Context: an optimization exercise on an open-source flow, tuned for small area, a short achievable clock period and few clock cycles per item. The choices shown serve that exercise and are no tape-out recipe. At most, simulation tests tie the RTL to the original design; equivalence was not proved. Power and IR drop assume default switching activity.

## lane 3
## CORDIC
module CORDIC (
    input clk,
    input rst,
    input input_ready,
    input [15:0] angle,
    output reg output_ready,
    output reg signed [15:0] cosine_out,
    output reg signed [15:0] sine_out
);
==> module CORDIC, before the edit <==
module CORDIC (
    input clk,
    input rst,
    input input_ready,
    input [15:0] angle,
    output reg output_ready,
    output reg signed [15:0] cosine_out,
    output reg signed [15:0] sine_out
);
    reg               busy;
    reg        [3:0]  cnt;    
    reg               d1;     
    reg               up;     
    reg signed [16:0] r;      
    wire in_d1 = (angle >= 16'd11520);
    wire in_d2 = in_d1 ? (angle >= 16'd18321) : (angle >= 16'd4719);
    reg signed [16:0] k;
    always @* begin
        k = 17'sd0;
        if (cnt == 4'd2) k = d1 ? (up ? -17'sd21914 : -17'sd14728)
                                : (up ? -17'sd8312 : -17'sd1126);
        if (cnt == 4'd3) k = up ? -17'sd1824 : 17'sd1824;
        if (cnt == 4'd4) k = up ? -17'sd915 : 17'sd915;
        if (cnt == 4'd5) k = up ? -17'sd458 : 17'sd458;
        if (cnt == 4'd6) k = up ? -17'sd205 : 17'sd205;
        if (cnt == 4'd7) k = up ? -17'sd115 : 17'sd115;
        if (cnt == 4'd8) k = up ? -17'sd57 : 17'sd57;
        if (cnt == 4'd9) k = up ? -17'sd29 : 17'sd29;
        if (cnt == 4'd10) k = up ? -17'sd14 : 17'sd14;
        if (cnt == 4'd11) k = up ? -17'sd7 : 17'sd7;
        if (cnt == 4'd12) k = up ? -17'sd4 : 17'sd4;
        if (cnt == 4'd13) k = up ? -17'sd2 : 17'sd2;
        if (cnt == 4'd14 || cnt == 4'd15) k = up ? -17'sd1 : 17'sd1;
    end
    wire signed [16:0] r_n = r + k;
    wire signed [15:0] c3 = d1 ? (up ? 16'sd2488 : 16'sd17410)
                               : (up ? 16'sd27360 : 16'sd32334);
    wire signed [15:0] s3 = d1 ? (up ? 16'sd32334 : 16'sd27360)
                               : (up ? 16'sd17410 : 16'sd2488);
    wire signed [15:0] ss = sine_out >>> cnt;
    wire signed [15:0] cs = cosine_out >>> cnt;
    wire signed [15:0] c_n = cosine_out + (ss ^ {16{up}}) + {15'd0, up};
    wire signed [15:0] s_n = sine_out + (cs ^ {16{~up}}) + {15'd0, ~up};
    always @(posedge clk) begin
        if (rst) begin
            busy <= 1'b0;
            output_ready <= 1'b0;
        end else if (busy) begin
            if (cnt == 4'd15) begin
                busy <= 1'b0;
                output_ready <= 1'b1;
            end
        end else if (input_ready) begin
            busy <= 1'b1;
            output_ready <= 1'b0;
        end
        if (busy) begin
            cnt <= cnt + 4'd1;
            r <= r_n;
            up <= ~r_n[16];
            cosine_out <= (cnt == 4'd2) ? c3 : c_n;
            sine_out <= (cnt == 4'd2) ? s3 : s_n;
        end else begin
            cnt <= 4'd2;
            r <= {1'b0, angle};
            d1 <= in_d1;
            up <= in_d2;
        end
    end
endmodule
clock: 10.0 ns
lec_check: 0
abc_area: 1
cap_margin: 20
core_margin: 2
core_utilization: 40
slew_margin: 20
standard.sh (not shown) runs the stock make flow with config.mk's settings and CLKGATE_MAP_FILE= SYNTH_SCRIPT=/design/flow/synth_recipe.tcl, a recipe that flattens the netlist after the stock synthesis.
==> flow/flow/run.sh <==
#!/bin/bash
# Standard layout with extra make settings for timing repair.
set -euo pipefail
bash standard.sh SETUP_SLACK_MARGIN=6 'BUFFER_PORTS_ARGS=-buffer_cell sky130_fd_sc_hd__buf_2' finish > make_finish.log 2>&1
Setup changes, lane 3 to lane 5
==> flow/design.v <==
module CORDIC (
    input clk,
    input rst,
    input input_ready,
    input [15:0] angle,
    output reg output_ready,
    output reg signed [15:0] cosine_out,
    output reg signed [15:0] sine_out
);
    reg               busy;
    reg        [3:0]  m;      
    reg               d1;     
    reg               up;     
    reg signed [16:0] r;      
    wire in_d1 = (angle >= 16'd11520);
    wire in_d2 = in_d1 ? (angle >= 16'd18321) : (angle >= 16'd4719);
    reg signed [16:0] k;
    always @* begin
        k = 17'sd0;
        if (m == 4'd15) k = d1 ? (up ? -17'sd21914 : -17'sd14728)
                               : (up ? -17'sd8312 : -17'sd1126);
        if (m == 4'd0) k = up ? -17'sd1824 : 17'sd1824;
        if (m == 4'd1) k = up ? -17'sd915 : 17'sd915;
        if (m == 4'd2) k = up ? -17'sd458 : 17'sd458;
        if (m == 4'd3) k = up ? -17'sd205 : 17'sd205;
        if (m == 4'd4) k = up ? -17'sd115 : 17'sd115;
        if (m == 4'd5) k = up ? -17'sd57 : 17'sd57;
        if (m == 4'd6) k = up ? -17'sd29 : 17'sd29;
        if (m == 4'd7) k = up ? -17'sd14 : 17'sd14;
        if (m == 4'd8) k = up ? -17'sd7 : 17'sd7;
        if (m == 4'd9) k = up ? -17'sd4 : 17'sd4;
        if (m == 4'd10) k = up ? -17'sd2 : 17'sd2;
        if (m == 4'd11) k = up ? -17'sd1 : 17'sd1;
        if (m == 4'd12) k = up ? -17'sd1 : 17'sd1;
    end
    wire signed [16:0] r_n = r + k;
    wire signed [15:0] c3 = d1 ? (up ? 16'sd2488 : 16'sd17410)
                               : (up ? 16'sd27360 : 16'sd32334);
    wire signed [15:0] s3 = d1 ? (up ? 16'sd32334 : 16'sd27360)
                               : (up ? 16'sd17410 : 16'sd2488);
    wire signed [15:0] ss = busy ? (sine_out >>> 3) >>> m : 16'sd0;
    wire signed [15:0] cs = busy ? (cosine_out >>> 3) >>> m : 16'sd0;
    wire first = busy && (m == 4'd15);
    wire signed [15:0] c_n = cosine_out + (ss ^ {16{up}}) + {15'd0, up};
    wire signed [15:0] s_n = sine_out + (cs ^ {16{~up}}) + {15'd0, ~up};
    always @(posedge clk) begin
        if (rst) begin
            busy <= 1'b0;
            output_ready <= 1'b0;
        end else if (busy) begin
            if (m == 4'd12) begin
                busy <= 1'b0;
                output_ready <= 1'b1;
            end
        end else if (input_ready) begin
            busy <= 1'b1;
            output_ready <= 1'b0;
        end
        cosine_out <= first ? c3 : c_n;
        sine_out <= first ? s3 : s_n;
        if (busy) begin
            m <= m + 4'd1;
            r <= r_n;
            up <= ~r_n[16];
        end else begin
            m <= 4'd15;
            r <= {1'b0, angle};
            d1 <= in_d1;
            up <= in_d2;
        end
    end
endmodule
==> run notes <==
In the reports for lane 3 and lane 5, the larger register-to-register slack belongs to lane 5.
Of lane 3 and lane 5, the run reporting the higher post-route fraction of the period consumed by the critical path was lane 3.
Between lane 3 and lane 5, the flow reports via count decreasing slightly.
For the worst hold slack, lane 5 came in 0.029 ns lower than lane 3 did.
Setup slack after layout in lane 5 is 0.038 ns above lane 3.
Between lane 3 and lane 5, net count after synthesis decreased.
Overflow left after global routing came out exactly the same in lane 3 and lane 5.
NOTE: full die area in lane 5 falls short of that of lane 3
No run of this note included a check of the RTL's function; only the layout flow was run.


Setup of the baseline:
CORDIC, a different RTL version from the one above (not shown whole).
Size: roughly 950 cells after synthesis, ~57 flip-flops, about 52 I/O pins, about 6000 um^2 of cells after synthesis.
==> module CORDIC, before the edit <==
module CORDIC (
    input clk,
    input rst,
    input input_ready,
    input [15:0] angle,
    output reg output_ready,
    output reg signed [15:0] cosine_out,
    output reg signed [15:0] sine_out
);
    reg               busy;
    reg        [3:0]  m;      
    reg               d1;     
    reg               up;     
    reg signed [16:0] r;      
    function [16:0] bk_add;
        input [16:0] a, b;
        input        cin;
        input integer w;
        reg [16:0] g, p, G, P, c;
        integer i, d;
        begin
            g = a & b;
            p = a ^ b;
            G = g;
            P = p;
            for (d = 1; d < 17; d = d * 2)
                for (i = 2 * d - 1; i < 17; i = i + 2 * d) begin
                    G[i] = G[i] | (P[i] & G[i - d]);
                    P[i] = P[i] & P[i - d];
                end
            for (d = 8; d >= 1; d = d / 2)
                for (i = 3 * d - 1; i < 17; i = i + 2 * d) begin
                    G[i] = G[i] | (P[i] & G[i - d]);
                    P[i] = P[i] & P[i - d];
                end
            c[0] = cin;
            for (i = 1; i < 17; i = i + 1)
                c[i] = G[i - 1] | (P[i - 1] & cin);
            bk_add = p ^ c;
        end
    endfunction
    wire in_d1 = (angle >= 16'd11520);
    wire in_d2 = in_d1 ? (angle >= 16'd18321) : (angle >= 16'd4719);
    reg signed [16:0] k;
    always @* begin
        k = 17'sd0;
        if (m == 4'd15) k = d1 ? (up ? -17'sd21914 : -17'sd14728)
                               : (up ? -17'sd8312 : -17'sd1126);
        if (m == 4'd0) k = up ? -17'sd1824 : 17'sd1824;
        if (m == 4'd1) k = up ? -17'sd915 : 17'sd915;
        if (m == 4'd2) k = up ? -17'sd458 : 17'sd458;
        if (m == 4'd3) k = up ? -17'sd205 : 17'sd205;
        if (m == 4'd4) k = up ? -17'sd115 : 17'sd115;
        if (m == 4'd5) k = up ? -17'sd57 : 17'sd57;
        if (m == 4'd6) k = up ? -17'sd29 : 17'sd29;
        if (m == 4'd7) k = up ? -17'sd14 : 17'sd14;
        if (m == 4'd8) k = up ? -17'sd7 : 17'sd7;
        if (m == 4'd9) k = up ? -17'sd4 : 17'sd4;
        if (m == 4'd10) k = up ? -17'sd2 : 17'sd2;
        if (m == 4'd11) k = up ? -17'sd1 : 17'sd1;
        if (m == 4'd12) k = up ? -17'sd1 : 17'sd1;
    end
    wire signed [16:0] r_n = bk_add(r, k, 1'b0, 17);
    wire signed [15:0] c3 = d1 ? (up ? 16'sd2488 : 16'sd17410)
                               : (up ? 16'sd27360 : 16'sd32334);
    wire signed [15:0] s3 = d1 ? (up ? 16'sd32334 : 16'sd27360)
                               : (up ? 16'sd17410 : 16'sd2488);
    wire signed [15:0] ss = busy ? (sine_out >>> 3) >>> m : 16'sd0;
    wire signed [15:0] cs = busy ? (cosine_out >>> 3) >>> m : 16'sd0;
    wire first = busy && (m == 4'd15);
    wire [16:0] c_w = bk_add({1'b0, cosine_out}, {1'b0, ss ^ {16{up}}}, up, 16);
    wire signed [15:0] c_n = c_w[15:0];
    wire [16:0] s_w = bk_add({1'b0, sine_out}, {1'b0, cs ^ {16{~up}}}, ~up, 16);
    wire signed [15:0] s_n = s_w[15:0];
    always @(posedge clk) begin
        if (rst) begin
            busy <= 1'b0;
            output_ready <= 1'b0;
        end else if (busy) begin
            if (m == 4'd12) begin
                busy <= 1'b0;
                output_ready <= 1'b1;
            end
        end else if (input_ready) begin
            busy <= 1'b1;
            output_ready <= 1'b0;
        end
        cosine_out <= first ? c3 : c_n;
        sine_out <= first ? s3 : s_n;
        if (busy) begin
            m <= m + 4'd1;
            r <= r_n;
            up <= ~r_n[16];
        end else begin
            m <= 4'd15;
            r <= {1'b0, angle};
            d1 <= in_d1;
            up <= in_d2;
        end
    end
endmodule
Settings: LEC_CHECK=0, ABC_AREA=1, CAP_MARGIN=20, CORE_MARGIN=2, CORE_UTILIZATION=40, CTS_BUF_LIST=sky130_fd_sc_hd__clkbuf_2 sky130_fd_sc_hd__clkbuf_4 sky130_fd_sc_hd__clkbuf_8, SLEW_MARGIN=20; clock period 10.0 ns.
Scripts as last shown in full above: flow/flow/run.sh
### the baseline -> the candidate
--- a/flow/design.v
+++ b/flow/design.v
@@ -11,8 +11,9 @@
     reg        [3:0]  m;      
     reg               d1;     
     reg               up;     
     reg signed [16:0] r;      
+    reg               first;  
     function [16:0] bk_add;
         input [16:0] a, b;
         input        cin;
         input integer w;
@@ -40,35 +41,39 @@
         end
     endfunction
     wire in_d1 = (angle >= 16'd11520);
     wire in_d2 = in_d1 ? (angle >= 16'd18321) : (angle >= 16'd4719);
-    reg signed [16:0] k;
+    wire [3:0] m_next = busy ? m + 4'd1 : 4'd0;
+    reg [10:0] t_next;
     always @* begin
-        k = 17'sd0;
-        if (m == 4'd15) k = d1 ? (up ? -17'sd21914 : -17'sd14728)
+        case (m_next)
+            4'd0: t_next = 11'd1824;
+            4'd1: t_next = 11'd915;
+            4'd2: t_next = 11'd458;
+            4'd3: t_next = 11'd205;
+            4'd4: t_next = 11'd115;
+            4'd5: t_next = 11'd57;
+            4'd6: t_next = 11'd29;
+            4'd7: t_next = 11'd14;
+            4'd8: t_next = 11'd7;
+            4'd9: t_next = 11'd4;
+            4'd10: t_next = 11'd2;
+            4'd11: t_next = 11'd1;
+            4'd12: t_next = 11'd1;
+            default: t_next = 11'd1;
+        endcase
+    end
+    reg [10:0] t;
+    wire signed [16:0] k0 = d1 ? (up ? -17'sd21914 : -17'sd14728)
                                : (up ? -17'sd8312 : -17'sd1126);
-        if (m == 4'd0) k = up ? -17'sd1824 : 17'sd1824;
-        if (m == 4'd1) k = up ? -17'sd915 : 17'sd915;
-        if (m == 4'd2) k = up ? -17'sd458 : 17'sd458;
-        if (m == 4'd3) k = up ? -17'sd205 : 17'sd205;
-        if (m == 4'd4) k = up ? -17'sd115 : 17'sd115;
-        if (m == 4'd5) k = up ? -17'sd57 : 17'sd57;
-        if (m == 4'd6) k = up ? -17'sd29 : 17'sd29;
-        if (m == 4'd7) k = up ? -17'sd14 : 17'sd14;
-        if (m == 4'd8) k = up ? -17'sd7 : 17'sd7;
-        if (m == 4'd9) k = up ? -17'sd4 : 17'sd4;
-        if (m == 4'd10) k = up ? -17'sd2 : 17'sd2;
-        if (m == 4'd11) k = up ? -17'sd1 : 17'sd1;
-        if (m == 4'd12) k = up ? -17'sd1 : 17'sd1;
-    end
-    wire signed [16:0] r_n = bk_add(r, k, 1'b0, 17);
+    wire [16:0] k = first ? k0 : ({17{up}} ^ {6'd0, t});
+    wire signed [16:0] r_n = bk_add(r, k, up & ~first, 17);
     wire signed [15:0] c3 = d1 ? (up ? 16'sd2488 : 16'sd17410)
                                : (up ? 16'sd27360 : 16'sd32334);
     wire signed [15:0] s3 = d1 ? (up ? 16'sd32334 : 16'sd27360)
                                : (up ? 16'sd17410 : 16'sd2488);
     wire signed [15:0] ss = busy ? (sine_out >>> 3) >>> m : 16'sd0;
     wire signed [15:0] cs = busy ? (cosine_out >>> 3) >>> m : 16'sd0;
-    wire first = busy && (m == 4'd15);
     wire [16:0] c_w = bk_add({1'b0, cosine_out}, {1'b0, ss ^ {16{up}}}, up, 16);
     wire signed [15:0] c_n = c_w[15:0];
     wire [16:0] s_w = bk_add({1'b0, sine_out}, {1'b0, cs ^ {16{~up}}}, ~up, 16);
     wire signed [15:0] s_n = s_w[15:0];
@@ -86,8 +91,10 @@
             output_ready <= 1'b0;
         end
         cosine_out <= first ? c3 : c_n;
         sine_out <= first ? s3 : s_n;
+        first <= ~busy;
+        t <= t_next;
         if (busy) begin
             m <= m + 4'd1;
             r <= r_n;
             up <= ~r_n[16];
[summary]
Delta (the candidate minus the baseline): combinational share of power -7.8 points, area of the die -0.59%, fraction of final layout cells sized beyond drive strength 1 -4.5 points, overall overflow remaining after global route ~0 delta. Count of clock-net buffers in the final layout: the candidate vs the baseline down 4. Number of buffers inserted by port buffering across the baseline and the candidate: no real change. The candidate ended up with sine_out[11]$_DFF_P_ as its critical path capture point; the baseline ended up with r[15]$_DFF_P_. Met3 routing resource usage after global routing: the candidate vs the baseline up 0.62 points. Total power | the candidate below the baseline. The candidate has number of detailed-route iterations in the first pass above what the baseline had.
Function was not checked in any run of this note: the RTL went through the layout flow alone.


juniper:
CORDIC, a different RTL version from the one above (not shown whole).
Size in the first run: roughly 880 cells after synthesis, roughly 66 flip-flops, ~5800 um2 of cells after synthesis.
==> module CORDIC, before the edit <==
module CORDIC (
    input clk,
    input rst,
    input input_ready,
    input [15:0] angle,
    output reg output_ready,
    output reg signed [15:0] cosine_out,
    output reg signed [15:0] sine_out
);
    reg               busy;
    reg        [3:0]  m;      
    reg               d1;     
    reg               up;     
    reg signed [12:0] r;      
    reg               big;    
    reg               first;  
    function [16:0] bk_add;
        input [16:0] a, b;
        input        cin;
        input integer w;
        reg [16:0] g, p, G, P, c;
        integer i, d;
        begin
            g = a & b;
            p = a ^ b;
            G = g;
            P = p;
            for (d = 1; d < 17; d = d * 2)
                for (i = 2 * d - 1; i < 17; i = i + 2 * d) begin
                    G[i] = G[i] | (P[i] & G[i - d]);
                    P[i] = P[i] & P[i - d];
                end
            for (d = 8; d >= 1; d = d / 2)
                for (i = 3 * d - 1; i < 17; i = i + 2 * d) begin
                    G[i] = G[i] | (P[i] & G[i - d]);
                    P[i] = P[i] & P[i - d];
                end
            c[0] = cin;
            for (i = 1; i < 17; i = i + 1)
                c[i] = G[i - 1] | (P[i - 1] & cin);
            bk_add = p ^ c;
        end
    endfunction
    wire in_d1 = (angle >= 16'd11520);
    wire in_d2 = in_d1 ? (angle >= 16'd18321) : (angle >= 16'd4719);
    wire [3:0] m_next = busy ? m + 4'd1 : 4'd0;
    reg [10:0] t_next;
    always @* begin
        case (m_next)
            4'd0: t_next = 11'd1824;
            4'd1: t_next = 11'd915;
            4'd2: t_next = 11'd458;
            4'd3: t_next = 11'd205;
            4'd4: t_next = 11'd115;
            4'd5: t_next = 11'd57;
            4'd6: t_next = 11'd29;
            4'd7: t_next = 11'd14;
            4'd8: t_next = 11'd7;
            4'd9: t_next = 11'd4;
            4'd10: t_next = 11'd2;
            4'd11: t_next = 11'd1;
            4'd12: t_next = 11'd1;
            default: t_next = 11'd1;
        endcase
    end
    reg [10:0] t;
    wire signed [12:0] k0 = d1 ? (up ? -13'sd21914 : -13'sd14728)
                               : (up ? -13'sd8312 : -13'sd1126);
    wire [12:0] k = first ? k0 : ({13{up}} ^ {2'd0, t});
    wire [16:0] r_w = bk_add({4'd0, r}, {4'd0, k}, up & ~first, 13);
    wire signed [12:0] r_n = r_w[12:0];
    wire signed [15:0] c3 = d1 ? (up ? 16'sd2488 : 16'sd17410)
                               : (up ? 16'sd27360 : 16'sd32334);
    wire signed [15:0] s3 = d1 ? (up ? 16'sd32334 : 16'sd27360)
                               : (up ? 16'sd17410 : 16'sd2488);
    wire signed [15:0] ss = busy ? (sine_out >>> 3) >>> m : 16'sd0;
    wire signed [15:0] cs = busy ? (cosine_out >>> 3) >>> m : 16'sd0;
    wire [16:0] c_w = bk_add({1'b0, cosine_out}, {1'b0, ss ^ {16{up}}}, up, 16);
    wire signed [15:0] c_n = c_w[15:0];
    wire [16:0] s_w = bk_add({1'b0, sine_out}, {1'b0, cs ^ {16{~up}}}, ~up, 16);
    wire signed [15:0] s_n = s_w[15:0];
    always @(posedge clk) begin
        if (rst) begin
            busy <= 1'b0;
            output_ready <= 1'b0;
        end else if (busy) begin
            if (m == 4'd12) begin
                busy <= 1'b0;
                output_ready <= 1'b1;
            end
        end else if (input_ready) begin
            busy <= 1'b1;
            output_ready <= 1'b0;
        end
        first <= ~rst && ~busy && input_ready;
        cosine_out <= first ? c3 : c_n;
        sine_out <= first ? s3 : s_n;
        t <= t_next;
        if (busy) begin
            m <= m + 4'd1;
            r <= r_n;
            up <= ~r_n[12] | big;
        end else begin
            m <= 4'd15;
            r <= angle[12:0];
            big <= (angle >= 16'd25546);
            d1 <= in_d1;
            up <= in_d2;
        end
    end
endmodule
export LEC_CHECK = 0
export ABC_AREA = 1
export CAP_MARGIN = 20
export CORE_MARGIN = 2
export CORE_UTILIZATION = 40
export CTS_BUF_LIST = sky130_fd_sc_hd__clkbuf_2 sky130_fd_sc_hd__clkbuf_4 sky130_fd_sc_hd__clkbuf_8
export SLEW_MARGIN = 20
create_clock -name core_clock -period 10.0 [get_ports {clk}]
==> flow/flow/run.sh <==
#!/bin/bash
# Standard layout with extra make settings for timing repair.
set -euo pipefail
bash standard.sh SETUP_SLACK_MARGIN=6.5 'BUFFER_PORTS_ARGS=-buffer_cell sky130_fd_sc_hd__buf_2' finish > make_finish.log 2>&1
Testbench counts of juniper, summed over its fixed seeds: cycles 36,000, items 2,400.
Changes in harbor relative to juniper:
--- a/flow/design.v
+++ b/flow/design.v
@@ -12,6 +12,5 @@
     reg               d1;     
     reg               up;     
-    reg signed [12:0] r;      
-    reg               big;    
+    reg signed [16:0] r;      
     reg               first;  
     function [16:0] bk_add;
@@ -65,9 +64,8 @@
     end
     reg [10:0] t;
-    wire signed [12:0] k0 = d1 ? (up ? -13'sd21914 : -13'sd14728)
-                               : (up ? -13'sd8312 : -13'sd1126);
-    wire [12:0] k = first ? k0 : ({13{up}} ^ {2'd0, t});
-    wire [16:0] r_w = bk_add({4'd0, r}, {4'd0, k}, up & ~first, 13);
-    wire signed [12:0] r_n = r_w[12:0];
+    wire signed [16:0] k0 = d1 ? (up ? -17'sd21914 : -17'sd14728)
+                               : (up ? -17'sd8312 : -17'sd1126);
+    wire [16:0] k = first ? k0 : ({17{up}} ^ {6'd0, t});
+    wire signed [16:0] r_n = bk_add(r, k, up & ~first, 17);
     wire signed [15:0] c3 = d1 ? (up ? 16'sd2488 : 16'sd17410)
                                : (up ? 16'sd27360 : 16'sd32334);
@@ -100,9 +98,8 @@
             m <= m + 4'd1;
             r <= r_n;
-            up <= ~r_n[12] | big;
+            up <= ~r_n[16];
         end else begin
             m <= 4'd15;
-            r <= angle[12:0];
-            big <= (angle >= 16'd25546);
+            r <= {1'b0, angle};
             d1 <= in_d1;
             up <= in_d2;
Notes after the runs:
- Per the final summary, harbor finished and its layout is clean on timing, DRC and antenna.
- Synthesized-area fraction occupied by and/or/nand/nor cells | harbor above juniper
- juniper -> harbor: total area of multi-input combinational cells increased by a few percent
- Going from juniper to harbor, largest voltage drop on the vdd net increased by 72% relative to the old numbers; final area increased by 3.3% relative to the old numbers; non-filler instance count after layout increased by about 5% relative to the old numbers; vertical die dimension increased by about 1.1% relative to the old numbers.
Testbench counts of harbor, summed over its fixed seeds: cycles 36,000, items 2,400.

## re-timing with driven ports
No port has a modelled driver above. Below, the same layouts with a new extraction and two added sets of constraints.
Step 1, drivers: a clkbuf_16 drives clk and a buf_2 each remaining input, both assumed.
Step 2 also shifts input and output timing later by t, the mid clock arrival at the registers, as if the neighbouring blocks saw the same clock.
a / b / c = ideal ports / drivers / drivers and shift; a / b = the first two.
| run | t, ns | setup WS [ns] | worst hold slack (ns) | latest minus earliest clock arrival (ns) | pins driven straight from the clock port |
|---|---|---|---|---|---|
| lane 3 | 0.381 | 6.255 / 6.255 / 6.255 | 0.496 / 0.496 / 0.496 | 0.008 / 0.008 | 1 |
| lane 5 | 0.381 | 6.292 / 6.292 / 6.292 | 0.468 / 0.468 / 0.468 | 0.007 / 0.008 | 1 |
| the baseline | 0.407 | 6.227 / 6.227 / 6.227 | 0.491 / 0.491 / 0.491 | 0.011 / 0.010 | 1 |
| the candidate | 0.416 | 6.454 / 6.454 / 6.454 | 0.461 / 0.461 / 0.461 | 0.016 / 0.017 | 1 |
| juniper | 0.397 | 6.817 / 6.817 / 6.817 | 0.464 / 0.464 / 0.464 | 0.014 / 0.013 | 1 |
| harbor | 0.413 | 6.792 / 6.792 / 6.792 | 0.476 / 0.476 / 0.476 | 0.014 / 0.013 | 1 |
After both steps setup and hold are still met in every run listed.
